This is an optimization exercise on Yosys and OpenROAD, whose aim is small area, not a production implementation.
No functional check of the RTL was part of any run shown here.

`design/flow/run.sh`:
```
#!/bin/bash
# synth_recipe.tcl (not shown) runs the flow's synth.tcl, then flattens the netlist and writes it again
# the make line also repeats each setting of config.mk as NAME=value (left out here)
make -C /OpenROAD-flow-scripts/flow DESIGN_CONFIG=/design/flow/config.mk WORK_HOME=/design/flow/orfs CLKGATE_MAP_FILE= SYNTH_SCRIPT=/design/flow/synth_recipe.tcl finish
```
`design/flow/constraint.sdc`:
```
create_clock -name core_clock -period 25.0 [get_ports {clk}]
set_input_delay 5.0000 -clock core_clock [delete_from_list [all_inputs] [get_ports {clk}]]
set_output_delay 5.0000 -clock core_clock [all_outputs]
set_load 0.01 [all_outputs]
```
`design/flow/config.mk`:
```
export PLATFORM = sky130hd
export DESIGN_NAME = clock
export DESIGN_NICKNAME = clock
export VERILOG_FILES = /design/flow/design.v
export SDC_FILE = /design/flow/constraint.sdc
export NUM_CORES = 4
export LEC_CHECK = 0
export ABC_AREA = 1
export CAP_MARGIN = 20
export CORE_MARGIN = 2
export CORE_UTILIZATION = 40
export CTS_CLUSTER_DIAMETER = 100
export CTS_CLUSTER_SIZE = 24
export GPL_TIMING_DRIVEN = 0
export SLEW_MARGIN = 20
```
`design/flow/design.v`:
```
module en_clk_time (
	input	wire	clk, rst,
	output	reg	en_1clk,
	output	reg	en_clk,
	output	wire	deb_en,		 
	output	wire	sw_en		 
);
	reg	[3:0]	a;
	reg	[2:0]	b;
	reg	[6:0]	cnt_1clk;
	wire	a9	= a[3] & a[0];
	assign	deb_en	= b[1] & ~b[0] & ~a[3] & a[2] & ~a[1] & ~a[0];
	assign	sw_en		= b[1] & ~b[0] & ~a[3] & a[2] &  a[1] & ~a[0];
	always @(posedge clk or negedge rst) begin
		if (!rst) begin
			a <= 0; b <= 0; en_clk <= 0;
		end
		else if (a9) begin
			a <= 0; en_clk <= 1'b1;
			b <= b[2] ? 3'd0 : b + 1'b1;
		end
		else begin
			a <= a + 1'b1; en_clk <= 0;
		end
	end
	always @(posedge clk or negedge rst) begin
		if (!rst) begin
			en_1clk <= 0; cnt_1clk <= 0;
		end
		else if (en_clk) begin
			if (cnt_1clk[6] & cnt_1clk[5] & cnt_1clk[2]) begin
				en_1clk <= 1'b1; cnt_1clk <= 0;
			end
			else begin
				en_1clk <= 0; cnt_1clk <= cnt_1clk + 1'b1;
			end
		end
		else
			en_1clk <= 0;
	end
endmodule
module debouncer_control(
	input	wire			clk, rst,
	input	wire			deb_en, sw_en,
	input	wire	[4:0]	in_sw,
	output	wire	[4:0]	sw);
	reg	[4:0]	q, q2;
	always @(posedge clk or negedge rst) begin
		if (!rst) begin
			q <= 0; q2 <= 0;
		end
		else if (deb_en) begin
			q <= in_sw; q2 <= q;
		end
	end
	assign	sw = sw_en ? (q & ~q2) : 5'd0;
endmodule
module fsm (
	input	wire			clk, rst,
	input	wire	[4:0]	sw,
	output	wire	[5:0]	en_state,
	output	wire	[2:0]	mode,
	output	wire	[2:0]	mode_nx,
	output	reg	[3:0]	cursor);
	reg	[2:0]	state;
	assign	mode = state;
	assign	en_state = {state == 3'd5, state == 3'd4, state == 3'd3,
							 state == 3'd2, state == 3'd1, state == 3'd0};
	assign	mode_nx = sw[4] ? ((state == 3'd5) ? 3'd0 : state + 1'b1) : state;
	always @(posedge clk or negedge rst) begin
		if (!rst)
			state <= 0;
		else
			state <= mode_nx;
	end
	always @(posedge clk or negedge rst) begin
		if (!rst)
			cursor <= 0;
		else begin
			case (state)
				3'd1 : begin
					if (sw[0])
						cursor <= (cursor == 4'd5) ? 4'd0 : cursor + 1'b1;
					else if (sw[3])
						cursor <= (cursor == 4'd0) ? 4'd5 : cursor - 1'b1;
				end
				3'd2 : begin
					if (sw[0])
						cursor <= (cursor == 4'd7) ? 4'd0 : cursor + 1'b1;
					else if (sw[3])
						cursor <= (cursor == 4'd0) ? 4'd7 : cursor - 1'b1;
				end
				3'd3 : begin
					if (sw[0])
						cursor <= (cursor == 4'd13) ? 4'd0 : cursor + 1'b1;
					else if (sw[3])
						cursor <= (cursor == 4'd0) ? 4'd13 : cursor - 1'b1;
				end
				3'd5 : begin
					if (sw[0])
						cursor <= (cursor >= 4'd5) ? 4'd0 : cursor + 1'b1;
					else if (sw[3])
						cursor <= (cursor == 4'd0) ? 4'd5 : cursor - 1'b1;
				end
				default : cursor <= 0;
			endcase
		end
	end
endmodule
module watch_time (
	input	wire			clk, rst, en_1hz,
	input	wire			set_watch,
	input	wire	[5:0]	ld_hour,		 
	input	wire	[6:0]	ld_min, ld_sec,
	output	wire			ampm,
	output	reg	[1:0]	ht,
	output	reg	[3:0]	ho,
	output	reg	[2:0]	mt,
	output	reg	[3:0]	mo,
	output	reg	[2:0]	st,
	output	reg	[3:0]	so,
	output	reg			en_day);
	assign	ampm	= ht[1] | (ht[0] & (ho[3] | ho[2] | ho[1]));
	wire	s59	= st[2] & st[0] & so[3] & so[0];
	wire	m59	= mt[2] & mt[0] & mo[3] & mo[0];
	wire	h23	= ht[1] & ~ht[0] & ~ho[2] & ho[1] & ho[0];
	always @(posedge clk or negedge rst) begin
		if (!rst) begin
			{ht, ho, mt, mo, st, so} <= 0;
			en_day <= 0;
		end
		else if (set_watch) begin
			{ht, ho}	<= ld_hour;
			{mt, mo}	<= ld_min;
			{st, so}	<= ld_sec;
			en_day	<= 0;
		end
		else begin
			en_day <= 0;
			if (en_1hz) begin
				if (s59) begin
					{st, so} <= 0;
					if (m59) begin
						{mt, mo} <= 0;
						if (h23) begin
							{ht, ho} <= 0;
							en_day <= 1'b1;
						end
						else if (ht[1] & ht[0] & ho[0])
							{ht, ho} <= 0;
						else if (ho[3] & ho[0]) begin
							ht <= ht + 1'b1; ho <= 0;
						end
						else
							ho <= ho + 1'b1;
					end
					else if (mo[3] & mo[0]) begin
						mt <= mt + 1'b1; mo <= 0;
					end
					else
						mo <= mo + 1'b1;
				end
				else if (so[3] & so[0]) begin
					st <= st + 1'b1; so <= 0;
				end
				else
					so <= so + 1'b1;
			end
		end
	end
endmodule
module watch_date (
	input	wire			clk, rst, en_day,
	input	wire			set_date,
	input	wire	[15:0]	ld_year,
	input	wire	[3:0]	ld_month,
	input	wire	[4:0]	ld_day,
	output	reg	[4:0]	max_date,
	output	reg	[15:0]	year,
	output	reg	[3:0]	month,
	output	reg	[4:0]	day,
	output	wire	[2:0]	week);
	wire	[3:0]	y3 = year[15:12], y2 = year[11:8], y1 = year[7:4], y0 = year[3:0];
	wire	low0	= (year[7:0] == 8'd0);
	wire	leap	= (low0 ? (~y2[0] & ~(y2[1] ^ y3[0])) : (~y0[0] & ~(y0[1] ^ y1[0])));
	always @(*) begin
		case (month)
			4'd1, 4'd3, 4'd5, 4'd7, 4'd8, 4'd10, 4'd12 : max_date = 5'd31;
			4'd2		:	max_date = {4'b1110, leap};
			4'd4, 4'd6, 4'd9, 4'd11 : max_date = 5'd30;
			default	:	max_date = 5'd0;
		endcase
	end
	wire			jf		= (month == 4'd1) | (month == 4'd2);
	wire	[6:0]	klo	= {y1, 3'b0} + {y1, 1'b0} + y0;
	wire	[3:0]	hi		= {y3[0], 3'b0} + {y3[2:0], 1'b0} + y2;		 
	wire			yzero	= low0 & (year[15:8] == 8'd0);
	reg	[6:0]	k;
	reg	[3:0]	j;
	always @(*) begin
		if (!jf) begin
			k = klo; j = hi;
		end
		else if (yzero) begin
			k = 7'd83; j = 4'd3;
		end
		else if (low0) begin
			k = 7'd99; j = hi - 1'b1;
		end
		else begin
			k = klo - 1'b1; j = hi;
		end
	end
	reg	[5:0]	mterm;
	always @(*) begin
		case (month)
			4'd0 : mterm = 6'd2;		4'd1 : mterm = 6'd36;
			4'd2 : mterm = 6'd39;	4'd3 : mterm = 6'd10;
			4'd4 : mterm = 6'd13;	4'd5 : mterm = 6'd15;
			4'd6 : mterm = 6'd18;	4'd7 : mterm = 6'd20;
			4'd8 : mterm = 6'd23;	4'd9 : mterm = 6'd26;
			4'd10: mterm = 6'd28;	4'd11: mterm = 6'd31;
			4'd12: mterm = 6'd33;	4'd13: mterm = 6'd36;
			4'd14: mterm = 6'd39;	default: mterm = 6'd41;
		endcase
	end
	wire	[7:0]	wsum	= day + mterm + k + k[6:2] + j[3:2] - {j, 1'b0};
	wire	[4:0]	f1		= wsum[7:6] + wsum[5:3] + wsum[2:0];
	wire	[3:0]	f2		= f1[4:3] + f1[2:0];
	assign	week	= (f2 >= 4'd7) ? f2 - 4'd7 : f2[2:0];
	reg	[15:0]	year_inc;
	always @(*) begin
		year_inc = year;
		if (y0 != 4'd9)			year_inc[3:0] = y0 + 1'b1;
		else begin
			year_inc[3:0] = 0;
			if (y1 != 4'd9)		year_inc[7:4] = y1 + 1'b1;
			else begin
				year_inc[7:4] = 0;
				if (y2 != 4'd9)	year_inc[11:8] = y2 + 1'b1;
				else begin
					year_inc[11:8] = 0;
					year_inc[15:12] = y3 + 1'b1;
				end
			end
		end
	end
	wire	dmax	= (day == max_date);
	wire	m12	= (month == 4'd12);
	always @(posedge clk or negedge rst) begin
		if (!rst) begin
			year <= 0; month <= 0; day <= 0;
		end
		else if (set_date) begin
			year <= ld_year; month <= ld_month; day <= ld_day;
		end
		else if (en_day) begin
			if (dmax) begin
				day <= 5'd1;
				if (m12) begin
					month <= 4'd1;
					year <= (year == 16'h9999) ? 16'h0001 : year_inc;
				end
				else
					month <= month + 1'b1;
			end
			else
				day <= day + 1'b1;
		end
	end
endmodule
module set (
	input	wire			clk, rst,
	input	wire	[5:0]	en_state,
	input	wire	[4:0]	sw,
	input	wire	[3:0]	cursor,
	input	wire	[7:0]	bcd_hour, bcd_min, bcd_sec,
	input	wire	[15:0]	bcd_year,
	input	wire	[7:0]	bcd_month, bcd_day,
	input	wire	[4:0]	max_date,
	output	reg	[7:0]	s_hour, s_min, s_sec,
	output	reg	[15:0]	s_year,
	output	reg	[7:0]	s_mon, s_day,
	output	reg	[7:0]	a_hour, a_min, a_sec,
	output	reg	[15:0]	a_year,
	output	reg	[7:0]	a_mon, a_day,
	output	reg	[7:0]	an_hour, an_min, an_sec,
	output	reg	[15:0]	an_year,
	output	reg	[7:0]	an_mon, an_day,
	output	reg	[7:0]	t_hour, t_min, t_sec);
	wire	mW = en_state[0], mSW = en_state[1], mSD = en_state[2], mAL = en_state[3], mTM = en_state[5];
	wire	inc = sw[1];
	wire	dec = ~sw[1] & sw[2];
	wire	act = sw[1] | sw[2];
	wire	hsel	= mSW | mTM | (mAL & (cursor < 4'd6));
	wire	[2:0]	hp = cursor[2:0];
	wire	[7:0]	H	= ({8{mSW}} & s_hour) | ({8{mAL}} & a_hour) | ({8{mTM}} & t_hour);
	wire	[7:0]	Mi	= ({8{mSW}} & s_min)  | ({8{mAL}} & a_min)  | ({8{mTM}} & t_min);
	wire	[7:0]	Se	= ({8{mSW}} & s_sec)  | ({8{mAL}} & a_sec)  | ({8{mTM}} & t_sec);
	wire	[7:0]	F	= hp[1] ? Mi : Se;
	wire	[3:0]	ht = H[7:4], ho = H[3:0];
	reg	[3:0]	hn;
	always @(*) begin
		case (hp)
			3'd0, 3'd2 : begin			 
				if (inc)	hn = (F[3:0] == 4'd9) ? 4'd0 : F[3:0] + 1'b1;
				else		hn = (F[3:0] == 4'd0) ? 4'd9 : F[3:0] - 1'b1;
			end
			3'd1, 3'd3 : begin			 
				if (inc)	hn = (F[7:4] == 4'd5) ? 4'd0 : F[7:4] + 1'b1;
				else		hn = (F[7:4] == 4'd0) ? 4'd5 : F[7:4] - 1'b1;
			end
			3'd4 : begin					 
				if (inc)
					hn = ((ht == 4'd2) && (ho >= 4'd4)) ? 4'd0 : (ho == 4'd9) ? 4'd0 : ho + 1'b1;
				else
					hn = (((mTM ? ht == 4'd0 : ht == 4'd2)) && (ho == 4'd0)) ? 4'd3 :
						  (ho == 4'd0) ? 4'd9 : ho - 1'b1;
			end
			default : begin				 
				if (inc)
					hn = ((ht == 4'd2) || (!mTM && (ht == 4'd1) && (ho >= 4'd4))) ? 4'd0 : ht + 1'b1;
				else if (mTM)
					hn = ((ht == 4'd0) || (s_hour[7:4] == 4'd0)) ? 4'd2 : ht - 1'b1;
				else
					hn = (ht == 4'd0) ? ((ho >= 4'd4) ? 4'd1 : 4'd2) : ht - 1'b1;
			end
		endcase
	end
	wire	[5:0]	hwe	= (hsel & act) ? (6'd1 << hp) : 6'd0;
	wire			bug	= mAL & inc & (hp == 3'd1) & (a_sec[7:4] != 4'd5);
	wire	[5:0]	we_S	= {6{mSW}} & hwe | {4'b0, bug, 1'b0};
	wire	[5:0]	we_A	= {6{mAL & ~bug}} & hwe;
	wire	[5:0]	we_T	= {6{mTM}} & hwe;
	wire	dsel	= mSD | (mAL & (cursor >= 4'd6));
	wire	[2:0]	dp = mSD ? cursor[2:0] : cursor[2:0] - 3'd6;
	wire	[7:0]	D	= mSD ? s_day : a_day;
	wire	[7:0]	Mo	= mSD ? s_mon : a_mon;
	wire	[15:0]	Y	= mSD ? s_year : a_year;
	wire	[3:0]	dt = D[7:4], dd = D[3:0];
	wire	[3:0]	mt = Mo[7:4], mo = Mo[3:0];
	reg	[3:0]	mx, mr;		 
	always @(*) begin
		case (max_date)
			5'd28 : begin mx = 4'd2; mr = 4'd8; end
			5'd29 : begin mx = 4'd2; mr = 4'd9; end
			5'd30 : begin mx = 4'd3; mr = 4'd0; end
			5'd31 : begin mx = 4'd3; mr = 4'd1; end
			default : begin mx = 4'd0; mr = 4'd0; end
		endcase
	end
	wire	[3:0]	yd = Y[{dp[1:0], 2'b00} +: 4];
	wire			yz = ((Y & ~(16'hF << {dp[1:0], 2'b00})) == 16'd0);
	reg	[3:0]	dn;
	reg			d_ones;		 
	always @(*) begin
		d_ones = 0;
		case (dp)
			3'd0 : begin					 
				if (inc)
					dn = ((dt == mx) && (dd >= mr)) ? ((dt != 4'd0) ? 4'd0 : 4'd1) :
						  (dd == 4'd9) ? 4'd0 : dd + 1'b1;
				else
					dn = ((dt == mx) && (dd == 4'd0)) ? mr :
						  (((dt == 4'd0) && (dd == 4'd1)) || (dd == 4'd0)) ? 4'd9 : dd - 1'b1;
			end
			3'd1 : begin					 
				if (inc)
					dn = ((mx != 4'd0) && (dt == mx - 1'b1) && (dd >= mr)) ? 4'd0 :
						  (dt == mx) ? ((dd != 4'd0) ? 4'd0 : 4'd1) : dt + 1'b1;
				else if ((dt == mx) && (dd == 4'd0)) begin
					dn = mr; d_ones = 1'b1;
				end
				else if (dt == 4'd0)
					dn = 4'd9;
				else begin
					dn = dd - 1'b1; d_ones = 1'b1;
				end
			end
			3'd2 : begin					 
				if (inc)
					dn = ((mt == 4'd1) && (mo >= 4'd2)) ? 4'd0 : (mo == 4'd9) ? 4'd1 : mo + 1'b1;
				else
					dn = ((mt == 4'd1) && (mo == 4'd0)) ? 4'd2 : (mo <= 4'd1) ? 4'd9 : mo - 1'b1;
			end
			3'd3 : begin					 
				if (inc)
					dn = (((mt == 4'd1) && (mo != 4'd0)) || (mo > 4'd2)) ? 4'd0 : mt + 1'b1;
				else
					dn = ((mt == 4'd0) && (mo > 4'd2)) ? 4'd0 : {3'b0, mt == 4'd0};
			end
			default : begin				 
				if (inc)
					dn = (yd == 4'd9) ? {3'b0, yz} : yd + 1'b1;
				else
					dn = ((yz && (yd <= 4'd1)) || (yd == 4'd0)) ? 4'd9 : yd - 1'b1;
			end
		endcase
	end
	wire	[2:0]	dwp	= d_ones ? 3'd0 : dp;
	wire	[7:0]	dwe	= (dsel & act) ? (8'd1 << dwp) : 8'd0;
	wire	[7:0]	we_SD	= {8{mSD}} & dwe;
	wire	[7:0]	we_AD	= {8{mAL}} & dwe;
	reg	[7:0]	sn_hour, sn_min, sn_sec, sn_mon, sn_day, tn_hour, tn_min, tn_sec;
	reg	[15:0]	sn_year;
	always @(*) begin
		if (mW) begin
			{sn_hour, sn_min, sn_sec} = {bcd_hour, bcd_min, bcd_sec};
			{sn_year, sn_mon, sn_day} = {bcd_year, bcd_month, bcd_day};
		end
		else begin
			sn_sec	= {we_S[1] ? hn : s_sec[7:4],  we_S[0] ? hn : s_sec[3:0]};
			sn_min	= {we_S[3] ? hn : s_min[7:4],  we_S[2] ? hn : s_min[3:0]};
			sn_hour	= {we_S[5] ? hn : s_hour[7:4], we_S[4] ? hn : s_hour[3:0]};
			sn_day	= {we_SD[1] ? dn : s_day[7:4], we_SD[0] ? dn : s_day[3:0]};
			sn_mon	= {we_SD[3] ? dn : s_mon[7:4], we_SD[2] ? dn : s_mon[3:0]};
			sn_year	= {we_SD[7] ? dn : s_year[15:12], we_SD[6] ? dn : s_year[11:8],
						   we_SD[5] ? dn : s_year[7:4],   we_SD[4] ? dn : s_year[3:0]};
		end
		an_sec	= {we_A[1] ? hn : a_sec[7:4],  we_A[0] ? hn : a_sec[3:0]};
		an_min	= {we_A[3] ? hn : a_min[7:4],  we_A[2] ? hn : a_min[3:0]};
		an_hour	= {we_A[5] ? hn : a_hour[7:4], we_A[4] ? hn : a_hour[3:0]};
		an_day	= {we_AD[1] ? dn : a_day[7:4], we_AD[0] ? dn : a_day[3:0]};
		an_mon	= {we_AD[3] ? dn : a_mon[7:4], we_AD[2] ? dn : a_mon[3:0]};
		an_year	= {we_AD[7] ? dn : a_year[15:12], we_AD[6] ? dn : a_year[11:8],
					   we_AD[5] ? dn : a_year[7:4],   we_AD[4] ? dn : a_year[3:0]};
		tn_sec	= {we_T[1] ? hn : t_sec[7:4],  we_T[0] ? hn : t_sec[3:0]};
		tn_min	= {we_T[3] ? hn : t_min[7:4],  we_T[2] ? hn : t_min[3:0]};
		tn_hour	= {we_T[5] ? hn : t_hour[7:4], we_T[4] ? hn : t_hour[3:0]};
		sn_sec[7] = 1'b0;		sn_min[7] = 1'b0;
		an_sec[7] = 1'b0;		an_min[7] = 1'b0;		an_hour[7:6] = 2'b0;
		tn_sec[7] = 1'b0;		tn_min[7] = 1'b0;		tn_hour[7:6] = 2'b0;
	end
	always @(posedge clk or negedge rst) begin
		if (!rst) begin
			{s_hour, s_min, s_sec, s_year, s_mon, s_day} <= 0;
			{a_hour, a_min, a_sec, a_year, a_mon, a_day} <= 0;
			{t_hour, t_min, t_sec} <= 0;
		end
		else begin
			{s_hour, s_min, s_sec, s_year, s_mon, s_day} <= {sn_hour, sn_min, sn_sec, sn_year, sn_mon, sn_day};
			{a_hour, a_min, a_sec, a_year, a_mon, a_day} <= {an_hour, an_min, an_sec, an_year, an_mon, an_day};
			{t_hour, t_min, t_sec} <= {tn_hour, tn_min, tn_sec};
		end
	end
endmodule
module alarm (
	input	wire	clk, rst,		 
	input	wire	rst_sw,
	input	wire	match,			 
	output	reg	led);
	reg	hit, on;
	always @(posedge clk) begin
		hit <= match;
		if (!rst)
			on <= 0;
		else if (rst_sw)
			on <= 0;
		else if (hit)
			on <= 1'b1;
		led <= on;
	end
endmodule
module timer (
	input	wire			clk, rst, stop, en_1clk,
	input	wire	[7:0]	timer_hour, timer_min, timer_sec,
	output	reg	[1:0]	ht,
	output	reg	[3:0]	ho,
	output	reg	[2:0]	mt,
	output	reg	[3:0]	mo,
	output	reg	[2:0]	st,
	output	reg	[3:0]	so);
	wire	s0	= ({st, so} == 7'd0);
	wire	m0	= ({mt, mo} == 7'd0);
	wire	h0	= ({ht, ho} == 6'd0);
	always @(posedge clk or negedge rst) begin
		if (!rst)
			{ht, ho, mt, mo, st, so} <= 0;
		else if (stop) begin
			{ht, ho} <= {timer_hour[5:4], timer_hour[3:0]};
			{mt, mo} <= {timer_min[6:4], timer_min[3:0]};
			{st, so} <= {timer_sec[6:4], timer_sec[3:0]};
		end
		else if (en_1clk) begin
			if (s0) begin
				if (m0) begin
					if (!h0) begin
						if (ho == 4'd0) begin
							ht <= ht - 1'b1; ho <= 4'd9;
						end
						else
							ho <= ho - 1'b1;
						{mt, mo} <= {3'd5, 4'd9};
						{st, so} <= {3'd5, 4'd9};
					end
				end
				else begin
					if (mo == 4'd0) begin
						mt <= mt - 1'b1; mo <= 4'd9;
					end
					else
						mo <= mo - 1'b1;
					{st, so} <= {3'd5, 4'd9};
				end
			end
			else if (so == 4'd0) begin
				st <= st - 1'b1; so <= 4'd9;
			end
			else
				so <= so - 1'b1;
		end
	end
endmodule
module stopwatch (
	input	wire			clk, rst,
	input	wire			en_stop,
	input	wire	[4:0]	sw,
	input	wire			set_stop,
	output	reg	[2:0]	ht,
	output	reg	[3:0]	ho,
	output	reg	[2:0]	mt,
	output	reg	[3:0]	mo,
	output	reg	[3:0]	st,
	output	reg	[3:0]	so);
	reg	stop;
	always @(posedge clk or negedge rst) begin
		if (!rst)
			stop <= 0;
		else if (set_stop & sw[1])
			stop <= ~stop;
	end
	wire	s100	= st[3] & st[1];				 
	wire	m59	= mt[2] & mt[0] & mo[3] & mo[0];
	wire	h59	= ht[2] & ht[0] & ho[3] & ho[0];
	always @(posedge clk or negedge rst) begin
		if (!rst)
			{ht, ho, mt, mo, st, so} <= 0;
		else if (stop) begin
			if (en_stop) begin
				if (s100) begin
					{st, so} <= 0;
					if (m59) begin
						{mt, mo} <= 0;
						if (h59)
							{ht, ho} <= 0;
						else if (ho[3] & ho[0]) begin
							ht <= ht + 1'b1; ho <= 0;
						end
						else
							ho <= ho + 1'b1;
					end
					else if (mo[3] & mo[0]) begin
						mt <= mt + 1'b1; mo <= 0;
					end
					else
						mo <= mo + 1'b1;
				end
				else if (so[3] & so[0]) begin
					st <= st + 1'b1; so <= 0;
				end
				else
					so <= so + 1'b1;
			end
		end
		else if (sw[2])
			{ht, ho, mt, mo, st, so} <= 0;
	end
endmodule
module lcd_display_string (
	input	wire			clk,
	input	wire	[4:0]	index_nx,		 
	input	wire	[2:0]	mode,			 
	input	wire	[2:0]	mode_nx,		 
	input	wire	[15:0]	year,
	input	wire	[7:0]	month, day,
	input	wire	[7:0]	hour, min, sec,
	input	wire	[2:0]	week,
	input	wire			ampm,
	input	wire	[15:0]	save_year,
	input	wire	[7:0]	save_mon, save_day,
	input	wire	[7:0]	save_hour, save_min, save_sec,
	input	wire	[7:0]	sw_hour, sw_min, sw_sec,
	input	wire	[7:0]	tm_hour, tm_min, tm_sec,
	output	reg	[7:0]	out);
	reg	[15:0]	l_year;
	reg	[7:0]		l_month, l_day;
	reg	[2:0]		l_week;
	reg				l_ampm;
	wire	m_time	= (mode == 3'd0) | (mode == 3'd1) | (mode == 3'd2);
	wire	m_alarm	= (mode == 3'd3);
	wire	[15:0]	n_year	= m_time ? year  : m_alarm ? save_year : l_year;
	wire	[7:0]		n_month	= m_time ? month : m_alarm ? save_mon  : l_month;
	wire	[7:0]		n_day		= m_time ? day   : m_alarm ? save_day  : l_day;
	wire	[2:0]		n_week	= (m_time | m_alarm) ? week : l_week;
	wire				n_ampm	= (m_time | m_alarm) ? ampm : l_ampm;
	reg	[7:0]		n_hour, n_min, n_sec;
	always @(*) begin
		case (mode)
			3'd0, 3'd1, 3'd2 : {n_hour, n_min, n_sec} = {hour, min, sec};
			3'd3 : {n_hour, n_min, n_sec} = {save_hour, save_min, save_sec};
			3'd4 : {n_hour, n_min, n_sec} = {sw_hour, sw_min, sw_sec};
			default : {n_hour, n_min, n_sec} = {tm_hour, tm_min, tm_sec};
		endcase
	end
	always @(posedge clk) begin
		l_year	<= n_year;
		l_month	<= n_month;
		l_day		<= n_day;
		l_week	<= n_week;
		l_ampm	<= n_ampm;
	end
	wire	[4:0]	index = index_nx;
	wire	[2:0]	md = mode_nx;
	localparam	K_CONST = 2'd0, K_DIGIT = 2'd1, K_WEEK = 2'd2, K_AMPM = 2'd3;
	reg	[1:0]	kind;
	reg	[3:0]	dsel;		 
	reg	[1:0]	wsel;		 
	reg	[7:0]	k;			 
	always @(*) begin
		kind = K_CONST; dsel = 4'd0; wsel = 2'd0; k = 8'h20;
		if ((md == 3'd0 || md == 3'd2 || md == 3'd3) && !index[4]) begin
			case (index[3:0])
				4'd0 : k = 8'h59;
				4'd1 : k = 8'h3A;
				4'd2, 4'd3, 4'd4, 4'd5 : begin kind = K_DIGIT; dsel = {2'b00, index[1:0] - 2'd2}; end
				4'd7 : k = 8'h4D;
				4'd8 : k = 8'h3A;
				4'd9 : begin kind = K_DIGIT; dsel = 4'd4; end
				4'd10: begin kind = K_DIGIT; dsel = 4'd5; end
				4'd12: k = 8'h44;
				4'd13: k = 8'h3A;
				4'd14: begin kind = K_DIGIT; dsel = 4'd6; end
				4'd15: begin kind = K_DIGIT; dsel = 4'd7; end
				default : k = 8'h20;
			endcase
		end
		else if (md == 3'd0) begin		 
			case (index[3:0])
				4'd0 : kind = K_AMPM;
				4'd1 : k = 8'h4D;
				4'd3 : begin kind = K_DIGIT; dsel = 4'd8; end
				4'd4 : begin kind = K_DIGIT; dsel = 4'd9; end
				4'd5 : k = 8'h3A;
				4'd6 : begin kind = K_DIGIT; dsel = 4'd10; end
				4'd7 : begin kind = K_DIGIT; dsel = 4'd11; end
				4'd8 : k = 8'h3A;
				4'd9 : begin kind = K_DIGIT; dsel = 4'd12; end
				4'd10: begin kind = K_DIGIT; dsel = 4'd13; end
				4'd13: begin kind = K_WEEK; wsel = 2'd0; end
				4'd14: begin kind = K_WEEK; wsel = 2'd1; end
				4'd15: begin kind = K_WEEK; wsel = 2'd2; end
				default : k = 8'h20;
			endcase
		end
		else if (index[4] & index[3] & (md != 3'd2)) begin	 
			case (index[2:0])
				3'd0 : begin kind = K_DIGIT; dsel = 4'd8; end
				3'd1 : begin kind = K_DIGIT; dsel = 4'd9; end
				3'd3 : begin kind = K_DIGIT; dsel = 4'd10; end
				3'd4 : begin kind = K_DIGIT; dsel = 4'd11; end
				3'd6 : begin kind = K_DIGIT; dsel = 4'd12; end
				3'd7 : begin kind = K_DIGIT; dsel = 4'd13; end
				default : k = 8'h3A;
			endcase
		end
		else begin
			case (md)
				3'd1 : case (index)			 
					5'd0 : k = 8'h54;	5'd1 : k = 8'h69;	5'd2 : k = 8'h6D;	5'd3 : k = 8'h65;
					5'd5 : k = 8'h53;	5'd6 : k = 8'h65;	5'd7 : k = 8'h74;
					5'd9 : k = 8'h4D;	5'd10: k = 8'h6F;	5'd11: k = 8'h64;	5'd12: k = 8'h65;
					5'd16: begin kind = K_WEEK; wsel = 2'd0; end
					5'd17: begin kind = K_WEEK; wsel = 2'd1; end
					5'd18: begin kind = K_WEEK; wsel = 2'd2; end
					5'd21: kind = K_AMPM;
					5'd22: k = 8'h4D;
					default : k = 8'h20;
				endcase
				3'd2 : case (index[3:0])	 
					4'd0 : k = 8'h44;	4'd1 : k = 8'h61;	4'd2 : k = 8'h74;	4'd3 : k = 8'h65;
					4'd5 : k = 8'h53;	4'd6 : k = 8'h65;	4'd7 : k = 8'h74;
					4'd9 : k = 8'h4D;	4'd10: k = 8'h6F;	4'd11: k = 8'h64;	4'd12: k = 8'h65;
					default : k = 8'h20;
				endcase
				3'd3 : case (index[3:0])	 
					4'd0 : k = 8'h61;	4'd1 : k = 8'h6c;	4'd2 : k = 8'h61;	4'd3 : k = 8'h72;
					4'd4 : k = 8'h6d;	4'd5 : kind = K_AMPM;	4'd6 : k = 8'h4D;
					default : k = 8'h20;
				endcase
				3'd4 : case (index)			 
					5'd0 : k = 8'h73;	5'd1 : k = 8'h74;	5'd2 : k = 8'h6f;	5'd3 : k = 8'h70;
					5'd5 : k = 8'h77;	5'd6 : k = 8'h61;	5'd7 : k = 8'h74;	5'd8 : k = 8'h63;
					5'd9 : k = 8'h68;
					default : k = 8'h20;
				endcase
				default : case (index)		 
					5'd5 : k = 8'h77;	5'd6 : k = 8'h61;	5'd7 : k = 8'h74;	5'd8 : k = 8'h63;
					5'd9 : k = 8'h68;
					default : k = 8'h20;
				endcase
			endcase
		end
	end
	reg	[3:0]	d;
	always @(*) begin
		case (dsel)
			4'd0 : d = n_year[15:12];
			4'd1 : d = n_year[11:8];
			4'd2 : d = n_year[7:4];
			4'd3 : d = n_year[3:0];
			4'd4 : d = n_month[7:4];
			4'd5 : d = n_month[3:0];
			4'd6 : d = n_day[7:4];
			4'd7 : d = n_day[3:0];
			4'd8 : d = n_hour[7:4];
			4'd9 : d = n_hour[3:0];
			4'd10: d = n_min[7:4];
			4'd11: d = n_min[3:0];
			4'd12: d = n_sec[7:4];
			default : d = n_sec[3:0];
		endcase
	end
	reg	[7:0]	wl;
	always @(*) begin
		case ({n_week, wsel})
			{3'd1, 2'd0}, {3'd0, 2'd0}, {3'd7, 2'd0} : wl = 8'h53;
			{3'd2, 2'd0} : wl = 8'h4D;
			{3'd3, 2'd0}, {3'd5, 2'd0} : wl = 8'h54;
			{3'd4, 2'd0} : wl = 8'h57;
			{3'd6, 2'd0} : wl = 8'h46;
			{3'd0, 2'd1}, {3'd7, 2'd1} : wl = 8'h41;
			{3'd1, 2'd1}, {3'd3, 2'd1} : wl = 8'h55;
			{3'd2, 2'd1} : wl = 8'h4F;
			{3'd4, 2'd1} : wl = 8'h45;
			{3'd5, 2'd1} : wl = 8'h48;
			{3'd6, 2'd1} : wl = 8'h52;
			{3'd0, 2'd2}, {3'd7, 2'd2} : wl = 8'h54;
			{3'd1, 2'd2}, {3'd2, 2'd2} : wl = 8'h4E;
			{3'd3, 2'd2} : wl = 8'h45;
			{3'd4, 2'd2} : wl = 8'h44;
			{3'd5, 2'd2} : wl = 8'h55;
			default : wl = 8'h49;		 
		endcase
	end
	reg	[7:0]	chr;
	always @(posedge clk) begin
		case (kind)
			K_DIGIT : chr <= {4'h3, (d > 4'd9) ? 4'd0 : d};
			K_WEEK  : chr <= wl;
			K_AMPM  : chr <= n_ampm ? 8'h50 : 8'h41;
			default : chr <= k;
		endcase
		out <= chr;
	end
endmodule
module lcd_driver (
	input	wire			clk, rst,
	input	wire	[7:0]	data_char,
	output	wire	[4:0]	index_char,
	output	wire	[4:0]	index_nx,		 
	output	reg			lcd_rs,
	output	wire			lcd_rw,
	output	wire			lcd_e,
	output	wire	[7:0]	lcd_data);
	localparam	P_INIT = 2'd0, P_PRINT = 2'd1, P_CMD = 2'd2;
	reg	[5:0]	cnt_en;
	reg			en_clk;
	reg	[1:0]	phase;
	reg	[4:0]	cnt;
	reg	[7:0]	data_bus;
	wire	idle	= (phase == P_INIT) & ~cnt[3];
	assign	lcd_rw	= 1'b0;
	assign	lcd_data	= data_bus;
	assign	lcd_e		= ~idle & (cnt_en[5] ? (cnt_en[4:0] == 5'd0) : (cnt_en[4:1] != 4'd0));
	assign	index_char = (phase == P_INIT) ? 5'd0 : cnt;
	always @(posedge clk or negedge rst) begin
		if (!rst) begin
			cnt_en <= 0; en_clk <= 0;
		end
		else begin
			cnt_en <= cnt_en + 1'b1;
			en_clk <= &cnt_en;
		end
	end
	reg	[1:0]	phase_nx;
	reg	[4:0]	cnt_nx;
	always @(*) begin
		phase_nx = phase; cnt_nx = cnt;
		if (en_clk) begin
			case (phase)
				P_INIT : begin
					if (cnt[3] & cnt[2]) begin		 
						phase_nx = P_PRINT; cnt_nx = 5'd0;
					end
					else
						cnt_nx = cnt + 1'b1;
				end
				P_PRINT : begin
					cnt_nx = cnt + 1'b1;
					if (cnt[3:0] == 4'd15)				 
						phase_nx = P_CMD;
				end
				default : phase_nx = P_PRINT;
			endcase
		end
	end
	assign	index_nx = (phase_nx == P_INIT) ? 5'd0 : cnt_nx;
	always @(posedge clk or negedge rst) begin
		if (!rst) begin
			phase <= P_INIT; cnt <= 0;
		end
		else begin
			phase <= phase_nx; cnt <= cnt_nx;
		end
	end
	always @(posedge clk or negedge rst) begin
		if (!rst) begin
			lcd_rs <= 0; data_bus <= 0;
		end
		else begin
			lcd_rs <= (phase == P_PRINT);
			case (phase)
				P_INIT : case (cnt[3:0])
					4'd8  : data_bus <= 8'h38;		 
					4'd9  : data_bus <= 8'h08;		 
					4'd11 : data_bus <= 8'h0C;		 
					4'd12 : data_bus <= 8'h06;		 
					default : data_bus <= 8'h01;	 
				endcase
				P_PRINT : data_bus <= data_char;
				default : data_bus <= cnt[4] ? 8'hC0 : 8'h80;	 
			endcase
		end
	end
endmodule
module clock(
	clk,
	rst,
	rst_sw,
	stop,
	in_sw,
	lcd_rs,
	lcd_rw,
	lcd_e,
	lcd_data,
	led);
	input					clk, rst;
	input		[4:0]		in_sw;
	input					rst_sw;
	input					stop;
	output				lcd_rs;			 
	output				lcd_rw;			 
	output				lcd_e;			 
	output	[7:0]		lcd_data;
	output				led;
	wire	rstn = ~rst;
	function [5:0] bcd5;		 
		input [4:0] x;
		bcd5 = {x / 5'd10, 4'd0} | (x % 5'd10);
	endfunction
	function [4:0] bcd4;		 
		input [3:0] x;
		bcd4 = (x > 4'd9) ? {1'b1, x - 4'd10} : {1'b0, x};
	endfunction
	wire	en_1hz, en_stop, deb_en, sw_en;
	en_clk_time EN_TIME (.clk(clk), .rst(rstn), .en_1clk(en_1hz), .en_clk(en_stop),
		.deb_en(deb_en), .sw_en(sw_en));
	wire	[4:0]	sw;
	debouncer_control DEB (.clk(clk), .rst(rstn), .deb_en(deb_en), .sw_en(sw_en),
		.in_sw(in_sw), .sw(sw));
	wire	[5:0]	en_state;
	wire	[3:0]	cursor;
	wire	[2:0]	mode;
	wire	[2:0]	mode_nx;
	fsm FSM (.clk(clk), .rst(rstn), .sw(sw), .en_state(en_state), .mode(mode), .mode_nx(mode_nx), .cursor(cursor));
	wire	[7:0]		s_hour, s_min, s_sec, s_month, s_day;
	wire	[15:0]	s_year;
	wire	[7:0]		a_hour, a_min, a_sec, a_mon, a_day;
	wire	[15:0]	a_year;
	wire	[7:0]		an_hour, an_min, an_sec, an_mon, an_day;
	wire	[15:0]	an_year;
	wire	[7:0]		t_hour, t_min, t_sec;
	wire	[1:0]	w_ht;
	wire	[3:0]	w_ho, w_mo, w_so;
	wire	[2:0]	w_mt, w_st;
	wire			ampm, en_day;
	wire	[15:0]	year;
	wire	[3:0]	month;
	wire	[4:0]	day;
	wire	[2:0]	week;
	wire	[4:0]	max_date;
	wire	[4:0]	ld_hour_bin	= {s_hour[5:4], 3'b0} + {s_hour[7:4], 1'b0} + s_hour[3:0];
	wire	[5:0]	ld_hour		= bcd5(ld_hour_bin);
	wire	[3:0]	ld_month		= {s_month[4], 3'b0} + {s_month[6:4], 1'b0} + s_month[3:0];
	wire	[4:0]	ld_day		= {s_day[5:4], 3'b0} + {s_day[7:4], 1'b0} + s_day[3:0];
	wire	[7:0]	bcd_hour		= {2'b0, w_ht, w_ho};
	wire	[7:0]	bcd_min		= {1'b0, w_mt, w_mo};
	wire	[7:0]	bcd_sec		= {1'b0, w_st, w_so};
	wire	[7:0]	bcd_month	= {3'b0, bcd4(month)};
	wire	[7:0]	bcd_day		= {2'b0, bcd5(day)};
	set SET (
		.clk(clk), .rst(rstn), .en_state(en_state), .sw(sw), .cursor(cursor),
		.bcd_hour(bcd_hour), .bcd_min(bcd_min), .bcd_sec(bcd_sec),
		.bcd_year(year), .bcd_month(bcd_month), .bcd_day(bcd_day),
		.max_date(max_date),
		.s_hour(s_hour), .s_min(s_min), .s_sec(s_sec), .s_year(s_year), .s_mon(s_month), .s_day(s_day),
		.a_hour(a_hour), .a_min(a_min), .a_sec(a_sec), .a_year(a_year), .a_mon(a_mon), .a_day(a_day),
		.an_hour(an_hour), .an_min(an_min), .an_sec(an_sec), .an_year(an_year), .an_mon(an_mon), .an_day(an_day),
		.t_hour(t_hour), .t_min(t_min), .t_sec(t_sec));
	watch_time TIME (
		.clk(clk), .rst(rstn), .en_1hz(en_1hz), .set_watch(en_state[1]),
		.ld_hour(ld_hour), .ld_min(s_min[6:0]), .ld_sec(s_sec[6:0]),
		.ampm(ampm), .ht(w_ht), .ho(w_ho), .mt(w_mt), .mo(w_mo), .st(w_st), .so(w_so),
		.en_day(en_day));
	watch_date DATE (
		.clk(clk), .rst(rstn), .en_day(en_day), .set_date(en_state[2]),
		.ld_year(s_year), .ld_month(ld_month), .ld_day(ld_day),
		.max_date(max_date), .year(year), .month(month), .day(day), .week(week));
	wire	match	= (an_sec == s_sec) && (an_min == s_min) && (an_hour == {2'b0, ld_hour}) &&
					  (an_year == s_year) && (an_mon == {3'b0, bcd4(ld_month)}) &&
					  (an_day == {2'b0, bcd5(ld_day)});
	alarm ALARM (.clk(clk), .rst(rstn), .rst_sw(rst_sw), .match(match), .led(led));
	wire	[1:0]	tm_ht;
	wire	[3:0]	tm_ho, tm_mo, tm_so;
	wire	[2:0]	tm_mt, tm_st;
	timer TIMER (
		.clk(clk), .rst(rstn), .stop(stop), .en_1clk(en_1hz),
		.timer_hour(t_hour), .timer_min(t_min), .timer_sec(t_sec),
		.ht(tm_ht), .ho(tm_ho), .mt(tm_mt), .mo(tm_mo), .st(tm_st), .so(tm_so));
	wire	[2:0]	sp_ht, sp_mt;
	wire	[3:0]	sp_ho, sp_mo, sp_st, sp_so;
	stopwatch STOP (
		.clk(clk), .rst(rstn), .en_stop(en_stop), .sw(sw), .set_stop(en_state[4]),
		.ht(sp_ht), .ho(sp_ho), .mt(sp_mt), .mo(sp_mo), .st(sp_st), .so(sp_so));
	wire	[7:0]	data_char;
	wire	[4:0]	index_char, index_nx;
	lcd_display_string STR (
		.clk(clk), .index_nx(index_nx), .mode(mode), .mode_nx(mode_nx),
		.year(year), .month(bcd_month), .day(bcd_day),
		.hour(bcd_hour), .min(bcd_min), .sec(bcd_sec), .week(week), .ampm(ampm),
		.save_year(a_year), .save_mon(a_mon), .save_day(a_day),
		.save_hour(a_hour), .save_min(a_min), .save_sec(a_sec),
		.sw_hour({1'b0, sp_ht, sp_ho}), .sw_min({1'b0, sp_mt, sp_mo}), .sw_sec({sp_st, sp_so}),
		.tm_hour({2'b0, tm_ht, tm_ho}), .tm_min({1'b0, tm_mt, tm_mo}), .tm_sec({1'b0, tm_st, tm_so}),
		.out(data_char));
	lcd_driver DRV (
		.clk(clk), .rst(rstn), .data_char(data_char), .index_char(index_char), .index_nx(index_nx),
		.lcd_rs(lcd_rs), .lcd_rw(lcd_rw), .lcd_e(lcd_e), .lcd_data(lcd_data));
endmodule
```
==> results.py, run 1 <==
metrics = {
    "run_status": {
        "outcome": "complete, no violations",
    },
    "grt": {
        "grt_pass1_wl_um": 142400,
        "grt_pass1_vias": 24189,
        "grt_use_total_pct": 27.52,
        "grt_start_max_net_pins": 101,
        "grt.overflow.total": 0,
        "antenna_found_initial": 0,
    },
    "cells_and_area": {
        "diodes": 0,
        "finalNonFillerCells": 4728,
        "fill_cells": 6690,
        "layout-drive-gt1-share_pct": 4.302,
        "final_net_count": 4070,
        "area_delta_synth_final_pct": 7.666,
    },
    "die": {
        "initial_core_util_pct": 40.60,
        "die_w_um": 257.3,
        "io_pins": 21,
        "dieArea_mm2": 0.06619,
        "core-area_mm2": 0.06320,
        "num_rows": 92,
        "die_h_um": 257.3,
    },
    "detailed_routing": {
        "ant_nets": 0,
        "drc": 0,
        "wl_per_cell_um": 19.68,
        "wl_um": 93060,
        "vias_per_cell": 5.554,
        "drt_pre_antenna_iters": 6,
        "num_vias": 26258,
        "drt-initial-drc-count": 3048,
    },
    "sta": {
        "tns_ns": 0,
        "skew_ns": 0.02366,
        "max_slew_margin_pct": 18.63,
        "drv_slew": 0,
        "min_period_ns": 10.10,
        "fin_crit_sh_pct": 40.38,
        "hold_viol_final": 0,
        "rsz0062_at_grt": "no",
        "hold-worst-slack_ns": 0.3337,
        "worst_slew_pin_slew_ns": 1.221,
        "finalSetupViolCount": 0,
        "max_freq_mhz": 99.05,
    },
    "placement": {
        "gp_congestion": 1.015,
        "place_hpwl_um": 73570,
        "port_buffers": 19,
        "placedCellCount": 4694,
    },
    "critical_path": {
        "worstPathRequired_ns": 25.43,
        "crit_fanout": 10,
        "crit_type": "register to register",
        "critPathSlowestCell": "fa_1",
        "cp-start-kind": "register",
        "crit_top_cell": "inv_1",
        "cp.arrival_ns": 10.53,
        "cp_slowest_stage_delay_ns": 0.50,
        "endpoint_kind": "register",
    },
    "synth": {
        "yosys_warnings": 12,
        "avgSynthCellArea_um2": 6.706,
        "synth_edf_count": 0,
        "syn_inst": 3826,
        "synth_area_leaders": "dfrtp_1 (26%), nand2_1 (16%), ha_1 (8.3%), inv_1 (7.5%), nand3_1 (6.0%)",
        "netlist.top_cell.by_area": "dfrtp_1",
        "synth_top_cell_area_share_pct": 26.43,
        "synth_cell_types": 61,
        "syn_nets": 4026,
        "synth_common_cells": "nand2_1 (1,124), inv_1 (510), nor2_1 (325)",
        "ys_ff_latch": 324,
        "synth-main-ff-cell": "dfrtp_1",
        "netlist_area_mm2": 0.02566,
        "synth.most_common_cell": "nand2_1",
        "async_reset_ff_share_pct": 83.64,
        "synth.yosys.seq_area_share_pct": 30.57,
    },
    "clock_tree": {
        "clock_path_buffers": 3,
        "clkTransAtPathRegs_ns": 0.09,
        "numCtsBuffers": 20,
        "htree_levels": 1,
        "cts_root_buffer": "clkbuf_16",
        "post_cts_buffers": 0,
        "cts.sink_count": 324,
        "cts_tree": "built",
        "cts_resized": 0,
        "postCtsHoldBufs": 0,
        "clock_latency_ns": 0.57,
    },
    "run": {
        "max_cap_violations": 0,
    },
    "hold_path": {
        "min-delay-path-class": "register to register",
    },
}
cell families (layout without fill, tap and decap cells):
group | Yosys count | after routing | share of synthesized area, %
compound gates | 659 | 659 | 15.27
fa+ha+maj | 191 | 191 | 9.899
simple gates | 1937 | 1937 | 31.78
other cells | 1 | 1 | 0.01462
buf+inv | 624 | 680 | 9.372
flops | 324 | 324 | 30.57
mux | 3 | 3 | 0.1317
xor+xnor | 87 | 87 | 2.970
stage by stage:
| stage | area (µm²) | utilization [%] | setup WS, ns |
|---|---|---|---|
| after floorplan | 25660 | - | 12.53 |
| after global placement | 26910 | 42.58 | 8.227 |
| after detailed placement | 26990 | 42.70 | 14.95 |
| after CTS | 27630 | 43.71 | 14.92 |
| after global routing | 27630 | 43.71 | 13.98 |
| final | 27630 | 43.71 | 14.90 |
final timing paths:
check,from,end,slack [ns],cells past startpoint
worst max-delay path,DATE.month[0]$_DFFE_PP0P_,STR.chr[0]$_DFF_P_,14.90,47
worst min-delay path,STR.chr[1]$_DFF_P_,STR.out[1]$_DFF_P_,0.33,0
worst max register to register,DATE.month[0]$_DFFE_PP0P_,STR.chr[0]$_DFF_P_,14.90,47
worst min register to register,STR.chr[1]$_DFF_P_,STR.out[1]$_DFF_P_,0.33,0
max in group asynchronous,rst,DEB.q[3]$_DFFE_PP0P_,18.60,4
min in group asynchronous,rst,SET.a_year[7]$_DFF_PP0_,4.95,2
cells in the final DEF (no fill, tap or decap), types with 25 or more instances in the layout:
cell type,n
o211ai_1,38
nand2_1,1124
nor3_1,37
o221ai_1,55
o21ai_1,33
o22ai_1,33
nor2_1,325
nand3_1,309
inv_1,509
a31oi_1,25
nand4_1,48
a21oi_1,130
xnor2_1,30
clkbuf_1,57
dfxtp_1,53
xor2_1,57
o21ai_0,270
dfrtp_1,271
ha_1,171
layer usage:
metal,global-route usage (%),part of all wire (%)
met5,0,0
met4,11.50,4.9
met3,3.438,7.3
met2,43.81,44
met1,37.65,44
worst max-delay path: cells and delay by family (launching register included):
family	cells	cell delay [ns]
fa+ha+maj	11	3.66
buf+inv	11	1.24
xor+xnor	3	0.52
simple gates	12	2.44
compound gates	10	1.68
flops	1	0.42
layout make-up:
class	count	area [µm²]	area share (%)
timing repair buffer	22	252.7	0.9149
sequential	324	7843	28.39
clock inverter	10	101.3	0.3669
buffer	86	385.4	1.395
inverter	538	2027	7.337
tap	846	1059	3.832
clock buffer	24	536.8	1.943
multi-input combinational	2878	15420	55.82
state kept, by name, indices dropped and copies added, names as in the netlist, 7 cells and up:
register / flops
SET.a_min: 7
SET.s_min: 7
SET.s_sec: 7
SET.a_year: 16
SET.t_min: 7
SET.a_day: 8
SET.s_mon: 8
STR.chr: 7
SET.t_sec: 7
STR.l_month: 8
DRV.data_bus: 8
STR.out: 7
EN_TIME.cnt_1clk: 7
STR.l_year: 16
STR.l_day: 8
SET.s_day: 8
DATE.year: 16
SET.s_hour: 8
SET.a_mon: 8
SET.a_sec: 7
SET.s_year: 16
==> run 2, diff against run 1 <==
--- a/design/flow/config.mk
+++ b/design/flow/config.mk
@@ -9,7 +9,7 @@
 export CAP_MARGIN = 20
 export CORE_MARGIN = 2
 export CORE_UTILIZATION = 40
-export CTS_CLUSTER_DIAMETER = 100
-export CTS_CLUSTER_SIZE = 24
+export CTS_CLUSTER_DIAMETER = 70
+export CTS_CLUSTER_SIZE = 30
 export GPL_TIMING_DRIVEN = 0
 export SLEW_MARGIN = 20
==> run 2 against run 1 <==
Still clean on timing, DRC and antenna. Utilization increased by 0.71 points. Clock skew grew 0.012 ns. Synthesized cell count is the same. Die area unchanged. Largest cell class unchanged. Highest routed layer unchanged.
==> results.py, run 2 <==
metrics = {
    "run_status": {
        "outcome": "complete, no violations",
    },
    "clock_tree": {
        "clock_path_buffers": 3,
        "cts.sink_count": 324,
        "clkTransAtPathRegs_ns": 0.10,
        "clock_latency_ns": 0.64,
        "htree_levels": 1,
        "cts_resized": 0,
        "cts_tree": "built",
        "cts_root_buffer": "clkbuf_16",
        "post_cts_buffers": 0,
        "postCtsHoldBufs": 0,
        "numCtsBuffers": 28,
    },
    "sta": {
        "rsz0062_at_grt": "no",
        "fin_crit_sh_pct": 40.41,
        "tns_ns": 0,
        "min_period_ns": 10.10,
        "worst_slew_pin_slew_ns": 1.176,
        "skew_ns": 0.03599,
        "max_slew_margin_pct": 21.57,
        "drv_slew": 0,
        "hold_viol_final": 0,
        "finalSetupViolCount": 0,
        "hold-worst-slack_ns": 0.3351,
        "max_freq_mhz": 98.98,
    },
    "die": {
        "die_w_um": 257.3,
        "initial_core_util_pct": 40.60,
        "num_rows": 92,
        "dieArea_mm2": 0.06619,
        "die_h_um": 257.3,
        "io_pins": 21,
        "core-area_mm2": 0.06320,
    },
    "critical_path": {
        "critPathSlowestCell": "nor3_2",
        "cp.arrival_ns": 10.61,
        "endpoint_kind": "register",
        "crit_fanout": 10,
        "crit_type": "register to register",
        "r2r.worst_path.cells": 47,
        "cp-start-kind": "register",
        "cp_slowest_stage_delay_ns": 0.50,
        "worstPathRequired_ns": 25.51,
        "crit_top_cell": "inv_1",
    },
    "detailed_routing": {
        "vias_per_cell": 5.554,
        "ant_nets": 0,
        "wl_um": 93480,
        "drc": 0,
        "drt-initial-drc-count": 2923,
        "wl_per_cell_um": 19.70,
        "drt_pre_antenna_iters": 8,
        "num_vias": 26359,
    },
    "synth": {
        "avgSynthCellArea_um2": 6.706,
        "netlist_area_mm2": 0.02566,
        "synth-main-ff-cell": "dfrtp_1",
        "syn_nets": 4026,
        "synth_cell_types": 61,
        "async_reset_ff_share_pct": 83.64,
        "synth.most_common_cell": "nand2_1",
        "syn_inst": 3826,
        "yosys_warnings": 12,
        "netlist.top_cell.by_area": "dfrtp_1",
        "synth_common_cells": "nand2_1 (1,124), inv_1 (510), nor2_1 (325)",
        "synth_edf_count": 0,
        "ys_ff_latch": 324,
        "synth.yosys.seq_area_share_pct": 30.57,
        "synth_top_cell_area_share_pct": 26.43,
        "synth_area_leaders": "dfrtp_1 (26%), nand2_1 (16%), ha_1 (8.3%), inv_1 (7.5%), nand3_1 (6.0%)",
    },
    "cells_and_area": {
        "final_common_cell": "nand2_1",
        "area_delta_synth_final_pct": 9.426,
        "final_net_count": 4078,
        "final_cell_mix": "nand2_1 (1,124), inv_1 (509), nor2_1 (325)",
        "diodes": 0,
        "layout-drive-gt1-share_pct": 4.821,
    },
    "hold_path": {
        "hold_path_depth": 0,
        "min-delay-path-class": "register to register",
    },
    "grt": {
        "grt_start_max_net_pins": 101,
        "grt.overflow.total": 0,
        "antenna_found_initial": 0,
        "grt_pass1_vias": 24297,
        "grt_use_total_pct": 27.62,
        "grt_pass1_wl_um": 142700,
    },
    "placement": {
        "gp_congestion": 1.015,
        "place_hpwl_um": 73570,
        "port_buffers": 19,
    },
    "run": {
        "max_cap_violations": 0,
    },
}
## run 2: cell counts after synthesis
No cell type changed its count.
## run 2: layout make-up
cell class	instances	area, µm²
Clock buffer	28	700.7
Tap cell	846	1059
Fill cell	6652	35120
Multi-Input combinational cell	2878	15420
Buffer	86	385.4
Inverter	538	2027
Timing Repair Buffer	22	252.7
Sequential cell	324	7843
Clock inverter	24	389.1
## run 2: final timing paths
check / slack, ns / start / to
max: 14.90 / DATE.month[0]$_DFFE_PP0P_ / STR.chr[0]$_DFF_P_
min: 0.34 / STR.chr[4]$_DFF_P_ / STR.out[4]$_DFF_P_
max reg2reg: 14.90 / DATE.month[0]$_DFFE_PP0P_ / STR.chr[0]$_DFF_P_
min reg2reg: 0.34 / STR.chr[4]$_DFF_P_ / STR.out[4]$_DFF_P_
max in group asynchronous: 18.65 / rst / EN_TIME.b[1]$_DFFE_PP0P_
min in group asynchronous: 4.91 / rst / DATE.year[11]$_DFFE_PP0P_
## run 2: layer usage
metal | track usage (%) | routed length (µm)
met5 | 0 | 0
met1 | 37.66 | 40380
met3 | 3.684 | 7391
met4 | 12.68 | 4903
met2 | 43.43 | 40810
## run 2: per-stage QoR
stage | cells | utilization, % | setup slack [ns] | area [µm²]
finish | 4746 | 44.43 | 14.90 | 28080
floorplan | 3826 | - | 12.53 | 25660
global route | 4746 | 44.43 | 13.99 | 28080
detailed placement | 4694 | 42.70 | 14.95 | 26990
CTS | 4746 | 44.43 | 14.93 | 28080
global placement | 4691 | 42.58 | 8.227 | 26910
## run 2: logic make-up after synthesis
family / after synthesis / share of synthesized area, %
buffers and inverters: 624 / 9.372
and+or+nand+nor: 1937 / 31.78
xor gates and xnor gates: 87 / 2.970
adders and majority gates: 191 / 9.899
AOI/OAI and AO/OA: 659 / 15.27
other: 1 / 0.01462
DFF: 324 / 30.57
muxes: 3 / 0.1317
## run 2: worst max-delay path: cells and delay by family, from the launching register on
| kind | cells | cell delay (ns) |
|---|---|---|
| compound gates | 10 | 1.68 |
| xor+xnor | 3 | 0.52 |
| fa+ha+maj | 11 | 3.66 |
| buf+inv | 11 | 1.25 |
| flops | 1 | 0.42 |
| simple gates | 12 | 2.47 |

[what the ideal ports hide]
In the flow no input, the clock included, has a driving cell. The finished layouts below were timed again as built, in two steps. Step 1: set_driving_cell puts a clkbuf_16 on clk and a buf_2 on each other input, an assumption about the parent block. Step 2, shift: input delay + t, output delay - t, t = (earliest + latest rising clock arrival at the registers) / 2. This alone moves slack from input paths to output paths. Slacks: ideal ports / drivers / drivers and shift; pairs: ideal ports / drivers.
run	shift t [ns]	slack for setup (ns)	worst setup path at the end	cell pins on the clock port's net
run 1	0.628	14.904 / 14.904 / 14.904	register to register	1
run 2	0.679	14.897 / 14.897 / 14.897	register to register	1
After both steps setup and hold are still met in every run listed.
